Context: an optimization exercise on an open-source flow, tuned for small area. The choices shown serve that exercise and are no tape-out recipe. Only simulation tests tie the RTL to the original design; equivalence was not proved. No activity file was given, so power comes from the tool's default toggle rates.

File: flow/config.mk
export PLATFORM = sky130hd
export DESIGN_NAME = LED_Driver
export DESIGN_NICKNAME = LED_Driver
export VERILOG_FILES = /design/flow/design.v
export SDC_FILE = /design/flow/constraint.sdc
export NUM_CORES = 4
export LEC_CHECK = 0
export CAP_MARGIN = 20
export CORE_MARGIN = 2
export CORE_UTILIZATION = 40
export SLEW_MARGIN = 20
File: flow/constraint.sdc
create_clock -name core_clock -period 5.0 [get_ports {clk}]
set_input_delay 1.0000 -clock core_clock [delete_from_list [all_inputs] [get_ports {clk}]]
set_output_delay 1.0000 -clock core_clock [all_outputs]
set_load 0.01 [all_outputs]
File: flow/design.v
`timescale 1ns / 1ps
module treyVictoryX(winx,occ_player);
  output winx;
  input [8:0] occ_player;
  assign winx = (occ_player[0] & occ_player[1] & occ_player[2])|(occ_player[5] & occ_player[4] & occ_player[3])|(occ_player[6] & occ_player[7] & occ_player[8])|(occ_player[6] & occ_player[0] & occ_player[3])|(occ_player[1] & occ_player[4] & occ_player[7])|(occ_player[5] & occ_player[8] & occ_player[2])|(occ_player[0] & occ_player[4] & occ_player[8])|(occ_player[6] & occ_player[4] & occ_player[2]);
endmodule
module treyVictoryO(wino,occ_square,occ_player);
  output wino;
  input [8:0] occ_square;
  input [8:0] occ_player;
  assign wino = (!occ_player[0] & !occ_player[1] & !occ_player[2] & (occ_square[0] & occ_square[1] & occ_square[2]))|(!occ_player[5] & !occ_player[4] & !occ_player[3] & (occ_square[5] & occ_square[4] & occ_square[3]))|(!occ_player[6] & !occ_player[7] & !occ_player[8] & (occ_square[6] & occ_square[7] & occ_square[8]))|(!occ_player[6] & !occ_player[0] & !occ_player[3] & (occ_square[0] & occ_square[3] & occ_square[6]))|(!occ_player[1] & !occ_player[4] & !occ_player[7] & (occ_square[4] & occ_square[1] & occ_square[7]))|(!occ_player[5] & !occ_player[8] & !occ_player[2] & (occ_square[5] & occ_square[8] & occ_square[2]))|(!occ_player[0] & !occ_player[4] & !occ_player[8] & (occ_square[0] & occ_square[4] & occ_square[8]))|(!occ_player[6] & !occ_player[4] & !occ_player[2] & (occ_square[6] & occ_square[4] & occ_square[2]));
endmodule
module catsGame(cats,occ_square,winx,wino);
  output reg cats;
  input [8:0] occ_square;
  input winx;
  input wino;
  always @(*)begin
    if(occ_square == 9'b111111111 && winx == 1'b0 && wino == 1'b0)begin
       cats <=1'b1;
    end else begin
       cats <= 1'b0;
    end
  end
endmodule
module tictactoe(turnX, turnO, occ_pos, occ_square, occ_player, game_st_ascii, reset, clk, flash_clk, flash_rise, sel_pos, buttonX, buttonO);
  output turnX;
  output turnO;
  output [8:0] occ_pos, occ_square, occ_player;
  output [7:0] game_st_ascii;
  input reset, clk, flash_clk;
  input flash_rise;  
  input [8:0] sel_pos;
  input buttonX, buttonO;
  reg [8:0] occ_square;
  reg [8:0] occ_player;
  reg [3:0] game_state;
  reg [8:0] occ_pos;
  reg [8:0] occ_squarenext;
  reg [8:0] occ_playernext;
  reg [3:0] nx_game_state;
  reg [7:0] game_st_ascii;
  reg [7:0] ascii_next;
  reg nextX;
  reg nextO;
  reg nextV;
  reg counter;
  reg turnX;
  reg turnO;
  reg valid;
  integer a;
  integer b;
  integer i;
  integer j;
  wire winx;
  wire wino;
  wire cat;
  wire wbX;
  wire wbO;
  reg rbX;
  reg rbO;
  wire bO;
  wire bX;
  reg [8:0] r_occ_pos;
  reg trig;
  treyVictoryX treyVictoryX(winx,occ_player);
  treyVictoryO treyVictoryO(wino,occ_square,occ_player);
  catsGame catsGame(cat,occ_square,winx,wino);
  always @(posedge clk) begin
    begin
        game_state <= nx_game_state;
        occ_square <= occ_squarenext;
        occ_player <= occ_playernext;
        game_st_ascii <= ascii_next;
        turnX <= nextX;
        turnO <= nextO;
        valid <= nextV;
	   end
  end
always @(posedge clk)begin
    if(reset)begin
        counter <= 1'b0;
    end else if(flash_rise)begin
        if(counter)begin
            counter <= 1'b0;
        end else begin
            counter <= 1'b1;
        end
    end
end
 always @(*)begin
        occ_pos = 9'b000000000;
        if(game_state != 4'b0101 && game_state != 4'b1010)begin
            if(counter)begin
                occ_pos = occ_square;
            end else begin
                occ_pos = occ_player;
            end
        end
    if(game_state == 4'b0101 || game_state == 4'b1010)begin
    if(!flash_clk)begin
              occ_pos[8:0] = 9'b000000000;
        end
    end
        if(game_state ==4'b0101)begin
      if(flash_clk)begin
            if(occ_player[0] & occ_player[1] & occ_player[2])begin
              occ_pos[8:0] = 9'b000000111;
            end
            if(occ_player[5] & occ_player[4] & occ_player[3])begin
              occ_pos[8:0] = 9'b000111000;
            end
            if(occ_player[6] & occ_player[7] & occ_player[8])begin
              occ_pos[8:0] = 9'b111000000;
            end
            if(occ_player[6] & occ_player[0] & occ_player[3])begin
              occ_pos[8:0] = 9'b001001001;
            end
            if(occ_player[1] & occ_player[4] & occ_player[7])begin
              occ_pos[8:0] = 9'b010010010;
            end
            if(occ_player[5] & occ_player[8] & occ_player[2])begin
              occ_pos[8:0] = 9'b100100100;
            end
            if(occ_player[0] & occ_player[4] & occ_player[8])begin
              occ_pos[8:0] = 9'b100010001;
            end
            if(occ_player[6] & occ_player[4] & occ_player[2])begin
              occ_pos[8:0] = 9'b001010100;
            end
          end 
    end else if(game_state == 4'b1010)begin
      if(flash_clk)begin
            if(!occ_player[0] & !occ_player[1] & !occ_player[2])begin
              occ_pos[8:0] = 9'b000000111;
            end
            if(!occ_player[5] & !occ_player[4] & !occ_player[3])begin
              occ_pos[8:0] = 9'b000111000;
            end
            if(!occ_player[6] & !occ_player[7] & !occ_player[8])begin
              occ_pos[8:0] = 9'b111000000;
            end
            if(!occ_player[6] & !occ_player[0] & !occ_player[3])begin
              occ_pos[8:0] = 9'b001001001;
            end
            if(!occ_player[1] & !occ_player[4] & !occ_player[7])begin
              occ_pos[8:0] = 9'b010010010;
            end
            if(!occ_player[5] & !occ_player[8] & !occ_player[2])begin
              occ_pos[8:0] = 9'b100100100;
            end
            if(!occ_player[0] & !occ_player[4] & !occ_player[8])begin
              occ_pos[8:0] = 9'b100010001;
            end
            if(!occ_player[6] & !occ_player[4] & !occ_player[2])begin
              occ_pos[8:0] = 9'b001010100;
            end
          end 
  end
        end
  always @(posedge clk)begin
      if((nx_game_state == 4'b0001 || nx_game_state == 4'b0010) && (buttonX))begin
        rbX <= 1'b1;
      end
      else begin
        rbX <= 1'b0;
      end
      if((nx_game_state == 4'b0110 || nx_game_state == 4'b0111) && (buttonO))begin
        rbO <= 1'b1;
      end
      else begin
        rbO <= 1'b0;
      end
      end
      assign bO = rbO;
      assign bX = rbX;
  always @(posedge clk) begin
     if (reset == 1) begin
      nx_game_state <= 4'b0000;
	  nextX <= 1'b1;
	  nextO <= 1'b0;
	  nextV <= 1'b1;
	  occ_squarenext <= 9'b000000000;
	  occ_playernext <= 9'b000000000;
    end
	else begin
		case(game_state) 
		  4'b0000: begin
			case (reset)
			  1'b1: begin nx_game_state <= 4'b0000; ascii_next <= 8'b00100000; nextX <= 1'b0; nextO <= 1'b0; nextV <= 1'b0;end
			  1'b0: begin nx_game_state <= 4'b0001; ascii_next <= 8'b00100000; nextX <= 1'b1; nextO <= 1'b0; nextV <= 1'b0;end
			endcase
		  end
		  4'b0001: begin
			case({bX, bO})
			  2'b10: begin 
			   if (((occ_square & sel_pos) != 9'b000000000 )||( sel_pos != 9'b000000001 && sel_pos != 9'b000000010 && sel_pos != 9'b000000100 && sel_pos != 9'b000001000 && sel_pos != 9'b000010000 && sel_pos != 9'b000100000 && sel_pos != 9'b001000000 && sel_pos != 9'b010000000 && sel_pos != 9'b100000000)) begin
				   nx_game_state <= 4'b0011; ascii_next <= 8'b00100000; nextX <= 1'b0; nextO <= 1'b0;nextV <= 1'b0;
			   end
			   else begin
				 nx_game_state <= 4'b0011; ascii_next <= 8'b00100000; nextX <= 1'b0; nextO <= 1'b0; nextV <= 1'b1;
				end
			  end
			  2'b01: begin nx_game_state <= 4'b0010; ascii_next <= 8'b10000000; nextX <= 1'b1; nextO <= 1'b0; nextV <= 1'b1;end
			  2'b00, 2'b11: begin nx_game_state <= 4'b0001; ascii_next <= 8'b00100000; nextX <= 1'b1; nextO <= 1'b0; nextV <= 1'b1;end
			endcase
		  end
		  4'b0010: begin
			case({bX, bO})
			  2'b10: begin 
				if (((occ_square & sel_pos) != 9'b000000000) ||(sel_pos != 9'b000000001 && sel_pos != 9'b000000010 && sel_pos != 9'b000000100 && sel_pos != 9'b000001000 && sel_pos != 9'b000010000 && sel_pos != 9'b000100000 && sel_pos != 9'b001000000 && sel_pos != 9'b010000000 && sel_pos != 9'b100000000)) begin
				  nx_game_state <= 4'b0011; ascii_next <= 8'b00100000; nextX <= 1'b0; nextO <= 1'b0;nextV <= 1'b0;
				end
				else begin
				  nx_game_state <= 4'b0011; ascii_next <= 8'b00100000; nextX <= 1'b0; nextO <= 1'b0; nextV <= 1'b1;
				end
			  end
			  2'b01, 2'b00, 2'b11: begin nx_game_state <= 4'b0010; ascii_next <= 8'b10000000; nextX <= 1'b1; nextO <= 1'b0; nextV <= 1'b1;end
			endcase
		  end
		  4'b0011: begin
			case(valid)
			  1'b1: begin
			    nextX <= 1'b0; nextO <= 1'b0; nextV <= 1'b0;
				nx_game_state <= 4'b0100; ascii_next <= 8'b00100000;
				occ_squarenext <= occ_square | sel_pos;
				occ_playernext <= occ_player | sel_pos;
			  end
			  1'b0: begin nx_game_state <= 4'b0010; ascii_next <= 8'b10000000; nextX <= 1'b1; nextO <= 1'b0; nextV <= 1'b1;end
			endcase
		  end
		  4'b0100: begin
			if (winx) begin
			  nx_game_state <= 4'b0101; ascii_next <= 8'b01000000; nextX <= 1'b0; nextO <= 1'b0; nextV <= 1'b0;
			end
			else if (occ_square == 9'b111111111) begin
			  nx_game_state <= 4'b1011; ascii_next <= 8'b00001000; nextX <= 1'b0; nextO <= 1'b0; nextV <= 1'b1;end
			else
			  begin nx_game_state <= 4'b0110; ascii_next <= 8'b00100000; nextX <= 1'b0; nextO <= 1'b1; nextV <= 1'b0;
   		    end
		  end
		  4'b0101: begin
			ascii_next <= 8'b01000000;
			nx_game_state <= 4'b0101;
			nextX <= 1'b0; nextO <= 1'b0; nextV <= 1'b1;
		  end
		  4'b0110: begin
			case({bO, bX})
			  2'b10: begin  
			   if (((occ_square & sel_pos) != 9'b000000000 ) ||( sel_pos != 9'b000000001 && sel_pos != 9'b000000010 && sel_pos != 9'b000000100 && sel_pos != 9'b000001000 && sel_pos != 9'b000010000 && sel_pos != 9'b000100000 && sel_pos != 9'b001000000 && sel_pos != 9'b010000000 && sel_pos != 9'b100000000)) begin
				  nx_game_state <= 4'b1000; ascii_next <= 8'b00100000; nextX <= 1'b0; nextO <= 1'b0;nextV <= 1'b0;
				end
				else begin
				 nx_game_state <= 4'b1000; ascii_next <= 8'b00100000; nextX <= 1'b0; nextO <= 1'b0; nextV <= 1'b1;
				end
			  end
			  2'b01: begin nx_game_state <= 4'b0111; ascii_next <= 8'b10000000; nextX <= 1'b0; nextO <= 1'b1; nextV <= 1'b1;end
			  2'b00, 2'b11: begin nx_game_state <= 4'b0110; ascii_next <= 8'b00100000; nextX <= 1'b0; nextO <= 1'b1; nextV <= 1'b1;end
			endcase
		  end
		  4'b0111: begin
			case({bO, bX})
			  2'b10: begin 
				if (((occ_square & sel_pos) != 9'b000000000 )||( sel_pos != 9'b000000001 && sel_pos != 9'b000000010 && sel_pos != 9'b000000100 && sel_pos != 9'b000001000 && sel_pos != 9'b000010000 && sel_pos != 9'b000100000 && sel_pos != 9'b001000000 && sel_pos != 9'b010000000 && sel_pos != 9'b100000000)) begin
				  nx_game_state <= 4'b1000; ascii_next <= 8'b00100000; nextX <= 1'b0; nextO <= 1'b0; nextV <= 1'b0;
				end
				else begin
				  nx_game_state <= 4'b1000; ascii_next <= 8'b00100000; nextX <= 1'b0; nextO <= 1'b0; nextV <= 1'b1;
				end
			  end
			  2'b01, 2'b00, 2'b11: begin nx_game_state <= 4'b0111; ascii_next <= 8'b10000000; nextX <= 1'b0; nextO <= 1'b1; end
			endcase
		  end
		  4'b1000: begin
			case(valid)
			  1'b1: begin 
			  nx_game_state <= 4'b1001; ascii_next <= 8'b00100000;
			  occ_squarenext <= (occ_square | sel_pos);
			  nextX <= 1'b0; nextO <= 1'b0; nextV <= 1'b1;
			  end
			  1'b0: begin nx_game_state <= 4'b0111; ascii_next <= 8'b10000000; nextX <= 1'b0; nextO <= 1'b1; nextV <= 1'b1;end
			endcase
		  end
		  4'b1001: begin
			if (wino) begin
			  nx_game_state <= 4'b1010; ascii_next <= 8'b00010000; nextX <= 1'b0; nextO <= 1'b0; nextV <= 1'b1;end
			else if (occ_square == 9'b111111111) begin
			  nx_game_state <= 4'b1011; ascii_next <= 8'b00001000; nextX <= 1'b0; nextO <= 1'b0; nextV <= 1'b1;end
			else  begin
			  nx_game_state <= 4'b0001; ascii_next <= 8'b00100000; nextX <= 1'b1; nextO <= 1'b0; nextV <= 1'b1; end
		  end
		  4'b1010: begin
		    nextX <= 1'b0; nextO <= 1'b0; nextV <= 1'b1;
			ascii_next <= 8'b00010000;
			nx_game_state <= 4'b1010;
		  end
		  4'b1011: begin
		    nextX <= 1'b0; nextO <= 1'b0; nextV <= 1'b1;
			ascii_next <= 8'b00001000;
			nx_game_state <= 4'b1011;
	      end
	    endcase
	end
  end
endmodule
module clock_div(
    input clk,
    input rst,
    input [28:0] speed,  
    output reg new_clk,
    output rise  
    );
    reg [27:0] count;
    assign rise = !rst && ({1'b0, count} == speed) && !new_clk;
    always @ (posedge(clk))
    begin
        if (rst == 1'b1)
        begin 
            count <= 28'b0;   
            new_clk <= 1'b0;            
        end
        else if (count == speed)
        begin
            count <= 28'b0;
            new_clk <= ~new_clk;
        end
        else
        begin
            count <= count + 1'b1;
            new_clk <= new_clk;
        end
    end
endmodule
module Charlieplexer(
   input clk,
   input rst,
   input step,  
   input [35:0] led_array_state,
   output reg [5:0] row,
   output reg [5:0] col,
   output reg emit 
   );
reg [5:0] i;
always @(posedge(clk))
begin
    if(rst) begin
        i = 0;
        row = 6'b000000;
        col = 6'b000000;
        emit = 1'b0;
    end else if(step) begin
    if(i >= 36) begin
        i = 0;
    end
    if(i <= 5)
    begin
        row[5:0] = 6'b000001;    
    end 
    else if(i >=6 && i <= 11)
    begin
        row[5:0] = 6'b000010;
    end 
    else if(i>=12 && i <=17)
    begin
        row[5:0] = 6'b000100;
    end 
    else if(i>=18 && i <=23)
    begin 
        row[5:0] = 6'b001000;
    end 
    else if(i>=23 && i <=29)
    begin
        row[5:0] = 6'b010000;
    end 
    else if(i>=30) 
    begin
        row[5:0] = 6'b100000;
    end
    if(i == 6 || i == 0 || i == 12 ||i == 18 || i == 24 || i == 30) 
    begin
        col[5:0] = 6'b000001;
    end
    else if(i == 7 || i == 1 || i == 13 ||i == 19 || i == 25 || i == 31) 
    begin
        col[5:0] = 6'b000010;
    end
    if(i == 8 || i == 2 || i == 14 ||i == 20 || i == 26 || i == 32) 
    begin
        col[5:0] = 6'b000100;
    end
    if(i == 9 || i == 3 || i == 15 ||i == 21 || i == 27 || i == 33) 
    begin
        col[5:0] = 6'b001000;
    end
    if(i == 10 || i == 4 || i == 16 ||i == 22 || i == 28 || i == 34) 
    begin
        col[5:0] = 6'b010000;
    end
    if(i == 11 || i == 5 || i == 17 ||i == 23 || i == 29 || i == 35) 
    begin
        col[5:0] = 6'b100000;
    end
    if(led_array_state[i])
    begin
        emit = 1'b1;    
    end else 
    begin
        emit = 1'b0;
    end
    i = i+1;
    end
end
endmodule
module buffer_translator(
    input [5:0] row,
    input [5:0] col,
    input emit,
    output reg [6:0] en,
    output reg [6:0] ctrl
);
always @ (*)
begin
if(emit == 1'b1)begin
    en[0] = row[0]|(col[0]&(row[1]|row[2]|row[3]|row[4]|row[5]));
    en[1] = (col[0]&row[0])|row[1]|(col[1]&(row[2]|row[3]|row[4]|row[5]));
    en[2] = (col[1]&(row[0]|row[1]))|row[2]|(col[2]&(row[3]|row[4]|row[5]));
    en[3] = (col[2]&(row[0]|row[1]|row[2]))|row[3]|(col[3]&(row[4]|row[5]));
    en[4] = (col[3]&(row[0]|row[1]|row[2]|row[3]))|row[4]|(col[4]&row[5]);
    en[5] = (col[4]&(row[0]|row[1]|row[2]|row[3]|row[4]))|row[5];
    en[6] = (col[5]&(row[0]|row[1]|row[2]|row[3]|row[4]|row[5]));
    ctrl[0] = ~row[0];
    ctrl[1] = ~row[1];
    ctrl[2] = ~row[2];
    ctrl[3] = ~row[3];
    ctrl[4] = ~row[4];
    ctrl[5] = ~row[5];
    ctrl[6] = col[5];
    end
 else begin
    en[6:0] = 7'b0000000;
    ctrl[6:0] = 7'b0000000; 
end
end
endmodule
module LED_Driver(
    input clk,
    input [8:0] sw,
    input btnC,
    input btnU,
    input btnD,
    output [15:0] led,
    output reg [6:0] seg,
    output [6:0] ja_oe,
    output [6:0] ja_out,
    output reg [3:0] an
    );
    wire sm_clk;
    wire tester_clk;
    wire sm_rise;
    wire tester_rise;
    reg [35:0] led_state;
    clock_div clock_Div(
    .clk(clk),
    .rst(btnC),
    .speed(29'd250000),
    .new_clk(tester_clk),
    .rise(tester_rise)
    );
    clock_div clock_Div2(
    .clk(clk),
    .rst(btnC),
    .speed(29'd2500),
    .new_clk(sm_clk),
    .rise(sm_rise)
    );
    wire x_turn;
    wire o_turn; 
    reg [35:0] grid_state;  
    wire [8:0] occ_position;
    wire [8:0] occ_square;
    wire [8:0] occ_player;
    wire [7:0] game_st_ascii;
    wire [5:0] arr_row;  
    wire [5:0] arr_col;
    wire led_emit;  
    wire [6:0] buffer_en;   
    wire [6:0] buffer_ctrl;
    tictactoe game(
    .turnX(x_turn),
    .turnO(o_turn),
    .occ_pos(occ_position),
    .occ_square(occ_square),
    .occ_player(occ_player),
    .game_st_ascii(game_st_ascii),
    .reset(btnC),
    .clk(clk),
    .flash_clk(tester_clk),
    .flash_rise(tester_rise),
    .sel_pos(sw),
    .buttonX(btnU),
    .buttonO(btnD)
    );
    Charlieplexer Charlie(
    .clk(clk),
    .rst(btnC),
    .step(sm_rise),
    .led_array_state(grid_state),
    .row(arr_row),
    .col(arr_col),
    .emit(led_emit)
    );
    buffer_translator BT(
    .row(arr_row),
    .col(arr_col),
    .emit(led_emit),
    .en(buffer_en),
    .ctrl(buffer_ctrl)
    );
    assign led[8:0] = (sw|occ_position);
    assign led[15] = x_turn;
    assign led[14] = o_turn;
    assign led[13:9] = 5'b00000;
    assign ja_oe = buffer_en;
    assign ja_out = buffer_en & buffer_ctrl;
    always @ (*)
    begin
    if(occ_position[8])begin
        if(occ_player[8])begin
            led_state[35:34] <= 2'b11;
            led_state[29:28] <= 2'b11;
        end else begin
            led_state[35:34] <= 2'b00;
            led_state[29:28] <= 2'b11;
        end 
    end else begin
            led_state[35:34] <= 2'b00;
            led_state[29:28] <= 2'b00;
    end
    if(occ_position[7])begin
        if(occ_player[7])begin
            led_state[33:32] <= 2'b11;
            led_state[27:26] <= 2'b11;
        end else begin
            led_state[33:32] <= 2'b00;
            led_state[27:26] <= 2'b11;
        end
    end else begin
            led_state[33:32] <= 2'b00;
            led_state[27:26] <= 2'b00;
    end
    if(occ_position[6])begin
        if(occ_player[6])begin
            led_state[31:30] <= 2'b11;
            led_state[25:24] <= 2'b11;
        end else begin
            led_state[31:30] <= 2'b00;
            led_state[25:24] <= 2'b11;
        end 
    end else begin
            led_state[31:30] <= 2'b00;
            led_state[25:24] <= 2'b00;
        end
    if(occ_position[5])begin
        if(occ_player[5])begin
            led_state[23:22] <= 2'b11;
            led_state[17:16] <= 2'b11;
        end else begin
            led_state[23:22] <= 2'b00;
            led_state[17:16] <= 2'b11;
        end 
    end else begin
            led_state[23:22] <= 2'b00;
            led_state[17:16] <= 2'b00;
        end
    if(occ_position[4])begin
        if(occ_player[4])begin
            led_state[21:20] <= 2'b11;
            led_state[15:14] <= 2'b11;
        end else begin
            led_state[21:20] <= 2'b00;
            led_state[15:14] <= 2'b11;
        end 
    end else begin
            led_state[21:20] <= 2'b00;
            led_state[15:14] <= 2'b00;
        end
    if(occ_position[3])begin
        if(occ_player[3])begin
            led_state[19:18] <= 2'b11;
            led_state[13:12] <= 2'b11;
        end else begin
            led_state[19:18] <= 2'b00;
            led_state[13:12] <= 2'b11;
        end 
    end else begin
            led_state[19:18] <= 2'b00;
            led_state[13:12] <= 2'b00;
        end 
    if(occ_position[2])begin
        if(occ_player[2])begin
                        led_state[11:10] <= 2'b11;
            led_state[5:4] <= 2'b11;
        end else begin
                        led_state[11:10] <= 2'b00;
            led_state[5:4] <= 2'b11;
        end 
    end else begin
            led_state[11:10] <= 2'b00;
            led_state[5:4] <= 2'b00;
        end
    if(occ_position[1])begin
        if(occ_player[1])begin
            led_state[9:8] <= 2'b11;
            led_state[3:2] <= 2'b11;
        end else begin
            led_state[9:8] <= 2'b00;
            led_state[3:2] <= 2'b11;
        end 
    end else begin
            led_state[9:8] <= 2'b00;
            led_state[3:2] <= 2'b00;
        end       
    if(occ_position[0])begin
        if(occ_player[0])begin
            led_state[7:6] <= 2'b11;
            led_state[1:0] <= 2'b11; 
        end else begin
            led_state[7:6] <= 2'b00;
            led_state[1:0] <= 2'b11; 
        end 
    end else begin
            led_state[7:6] <= 2'b00;
            led_state[1:0] <= 2'b00;
        end
    case(game_st_ascii)
            8'b10000000:
            begin
                seg <= 7'b0000110;
                an <= 4'b1110;
            end
            8'b00100000:
            begin
                seg <= 7'b0101011;
                an <= 4'b1110;
            end
            8'b00010000:
            begin
                seg <= 7'b1000000;
                an <= 4'b1110;
            end
            8'b01000000:
            begin
                seg <= 7'b0001001;
                an <= 4'b1110;
            end
            default:
            begin
                seg <= 7'b1111111;
                an <=4'b1111;
            end
    endcase
        end
    always @ (*)
    begin
        grid_state <= led_state;
    end
endmodule
File: flow/run.sh
#!/bin/bash
# synth_recipe.tcl (not shown) runs the flow's synth.tcl, then flattens the netlist and writes it again
# the make line also repeats each setting of config.mk as NAME=value (left out here)
make -C /OpenROAD-flow-scripts/flow DESIGN_CONFIG=/design/flow/config.mk WORK_HOME=/design/flow/orfs CLKGATE_MAP_FILE= SYNTH_SCRIPT=/design/flow/synth_recipe.tcl finish
==> results.txt <==
cell families after synthesis:
family | synth area share
simple gates | 0.285
compound gates | 0.194
flops | 0.355
buf+inv | 0.0600
xor+xnor | 0.0687
fa+ha+maj | 0.0203
mux | 0.0157
other cells | 0.000936
worst max-delay path, cell delays in order (launching register included):
cell             delay, ns
dfxtp_1               0.84
o22ai_1               0.27
a2111oi_0             0.47
nor3_1                0.09
o32ai_1               0.51
or2_2                 0.21
clkdlybuf4s50_1       0.53
state kept, by name, indices dropped and copies added, names as in the netlist, 5 cells and up:
signal and cells:
game.occ_playernext 9, game.occ_player 9, Charlie.i 6, game.occ_squarenext 9, game.occ_square 9, game.game_st_ascii 5
clock_Div2.count 28, Charlie.row 6, game.ascii_next 5, clock_Div.count 28, Charlie.col 6
per-layer routing:
metal / global-route usage / up-vias
met4: 0.0623 / 0
li1: - / 3643
met2: 0.323 / 223
met5: 0 / -
met3: 0.0442 / 32
met1: 0.271 / 3377
placed cells by master (no fill, tap or decap), types with 12 or more instances in the layout:
cell,instances
or3_1,17
o21ai_0,41
clkbuf_16,18
dfxtp_1,135
clkdlybuf4s50_1,44
a211oi_1,29
nand2_1,85
xor2_1,42
a21oi_1,37
nand3_1,40
ha_1,13
nand4_1,12
xnor2_1,21
nor2_1,155
and3_1,13
nor2b_1,21
nand2b_1,13
nor3_1,27
inv_1,31
nor4_1,13
final timing paths:
path | slack, ns | end | from | cells past startpoint
max | 0.65 | led[6] | game.occ_player[4]$_DFF_P_ | 6
min | 0.35 | game.game_st_ascii[5]$_DFF_P_ | game.ascii_next[5]$_DFFE_PP_ | 0
max reg2reg | 1.62 | Charlie.col[4]$_SDFFE_PP0P_ | Charlie.i[1]$_SDFFE_PP0P_ | 10
min reg2reg | 0.35 | game.game_st_ascii[5]$_DFF_P_ | game.ascii_next[5]$_DFFE_PP_ | 0
power by group through the flow:
stage / Sequential (uW) / Clock [uW] / Combinational (uW)
after global placement: 1250 / 0 / 298
after floorplan: 1210 / 0 / 240
final: 1230 / 1340 / 299
after CTS: 1230 / 1370 / 298
after detailed placement: 1250 / 0 / 296
after global routing: 1240 / 1420 / 332
layout make-up:
cell class,instances,area (sq um)
clock inverters,12,149
well taps,265,332
flip-flops and latches,140,2850
inverters,34,128
fillers,1992,10400
clock buffers,20,478
repair buffers,53,505
multi-input cells,775,4720
metrics by stage:
step                instances  area, sq um
floorplan                1023         8050
detailed placement       1267         8540
global route             1299         9170
finish                   1299         9170
global placement         1267         8540
CTS                      1299         9170
==> results.txt <==
status: no timing/DRC/antenna violations
syn avg cell area: 7.89 sq um
max-cap viol count: 0
#FFs+latches synth: 140
area of the core: 19600 sq um
Ys Warns: 6
P_int: 2100 uW
grt total ovfl: 0
setup bufs post-CTS: 0
NumNets Final: 1047
crit path setup slack, layout: 0.654 ns
chip height: 146 microns
CTS Hold Bufs: 0
Root Buffer: clkbuf_16
Flop pwr share: 0.429
count leader, synth: nor2_1
highest routed layer: met4
CP required: 4.00 ns
cell count after synthesis: 1017
Worst Skew: 0.00944 ns
clock insertion delay at the later pin of the skew report: 0.42 ns
Worst EP arrival: 3.35 ns
area grow syn2layout: 14.2%
WL met2: 9900 microns
Clk network pwr share: 0.467
CTS H-tree lvls: 4
pins over their slew limit: 0
Worst-Margin Slew: 1.02 ns
Final Hold Vio Count: 0
Post-synth EDFFs: 5
Async S/R FF share, synth: 0
PortBufs: 45
share of layout cells above drive strength 1: 0.0667
fin crit share: 0.869
initial antenna violation count: 0
P_leak: 0.00322 uW
WS Path Type: flip-flop to output port
Num CTS Buffers: 17
wire length on met1: 10100 microns
Setup crit end kind: output port
total die area: 21200 sq um
Period minus WS final: 4.35 ns
synthesized cell area: 8030 sq um
Logic pwr share: 0.104
largest net degree at the start of global routing: 47
# DRC: 0
Initial DRC Count: 620
list of most frequent post-synthesis cells: nor2_1, dfxtp_1, nand2_1, xor2_1, o21ai_0
crit path max fanout: 24
Total Power: 2870 uW
Hold WC Path Type: flip-flop to flip-flop
proportion of netlist area held by the largest area contributor: 0.337
Via density: 5.60
fin util: 0.468
Starting Density: 0.410
worst hold slack: 0.348 ns
final setup fails: 0
dominant synthesized flop cell: dfxtp_1
Sw Share: 0.268
first-pass GRT wire length: 35100 microns
routability cong.: 0.905
Initial DRT Pass Iterations: 6
Cell variety after synth: 86
Detail Route Antenna Nets: 0
Synth area leaders: dfxtp_1, nor2_1, xor2_1
vias post-DR: 7275
worst relative slew slack: 0.316
Max IR drop VDD: 0.212 mV
vias in the first global route: 6748
Pwr Density: 313 nW/um^2
cell type with the largest total area after synthesis: dfxtp_1
post-CTS sizing: 0
drt wl/cell: 16.5 microns
register area share after synthesis: 0.355
# IOs: 54
setup TNS: 0 ns
Max Clock Freq: 230 MHz
Met3 Routed Length: 1020 microns
RSZ-0062 raised after global routing: no
Die Wd: 146 microns
antenna fix cells: 0
Startpoint Class: flip-flop
pre-CTS WS: 1.22 ns
Sink Count: 140
CTS tree: built
Rows: 51
CTS clk-pin slew, worst paths: 0.06 ns
Global Route Usage Sum: 0.201
clock buffer depth: 2
wirelength, routed: 21400 microns
post-DP HPWL: 15000 microns
P_sw: 767 uW

==> re-timing with driven ports <==
How much do the figures lean on ideal ports? The routed layout below was timed once more, with nothing changed but the port constraints.
Step 1 sets driving cells, clkbuf_16 on the clock port and buf_2 on the other inputs (assumed; they add their load-dependent delay and slew).
Step 2 adds t to the input delays and takes it off the output delays; t is the mean of the earliest and latest rising clock arrival at the registers after step 1. Input paths then give back, and output paths get back, about the clock's delay inside the block.
Slacks: ideal / step 1 / step 2; pairs: ideal / step 1.
t, ns: 0.464
setup slack, ns: 0.654 / 0.607 / 1.071
worst hold slack (ns): 0.348 / 0.348 / 0.348
latest minus earliest clock arrival (ns): 0.012 / 0.012
cell pins on the clock port's net: 1
After both steps this run still meets setup and hold. The setup slack of this run moves by -0.047 ns with the drivers and by +0.417 ns with both steps.
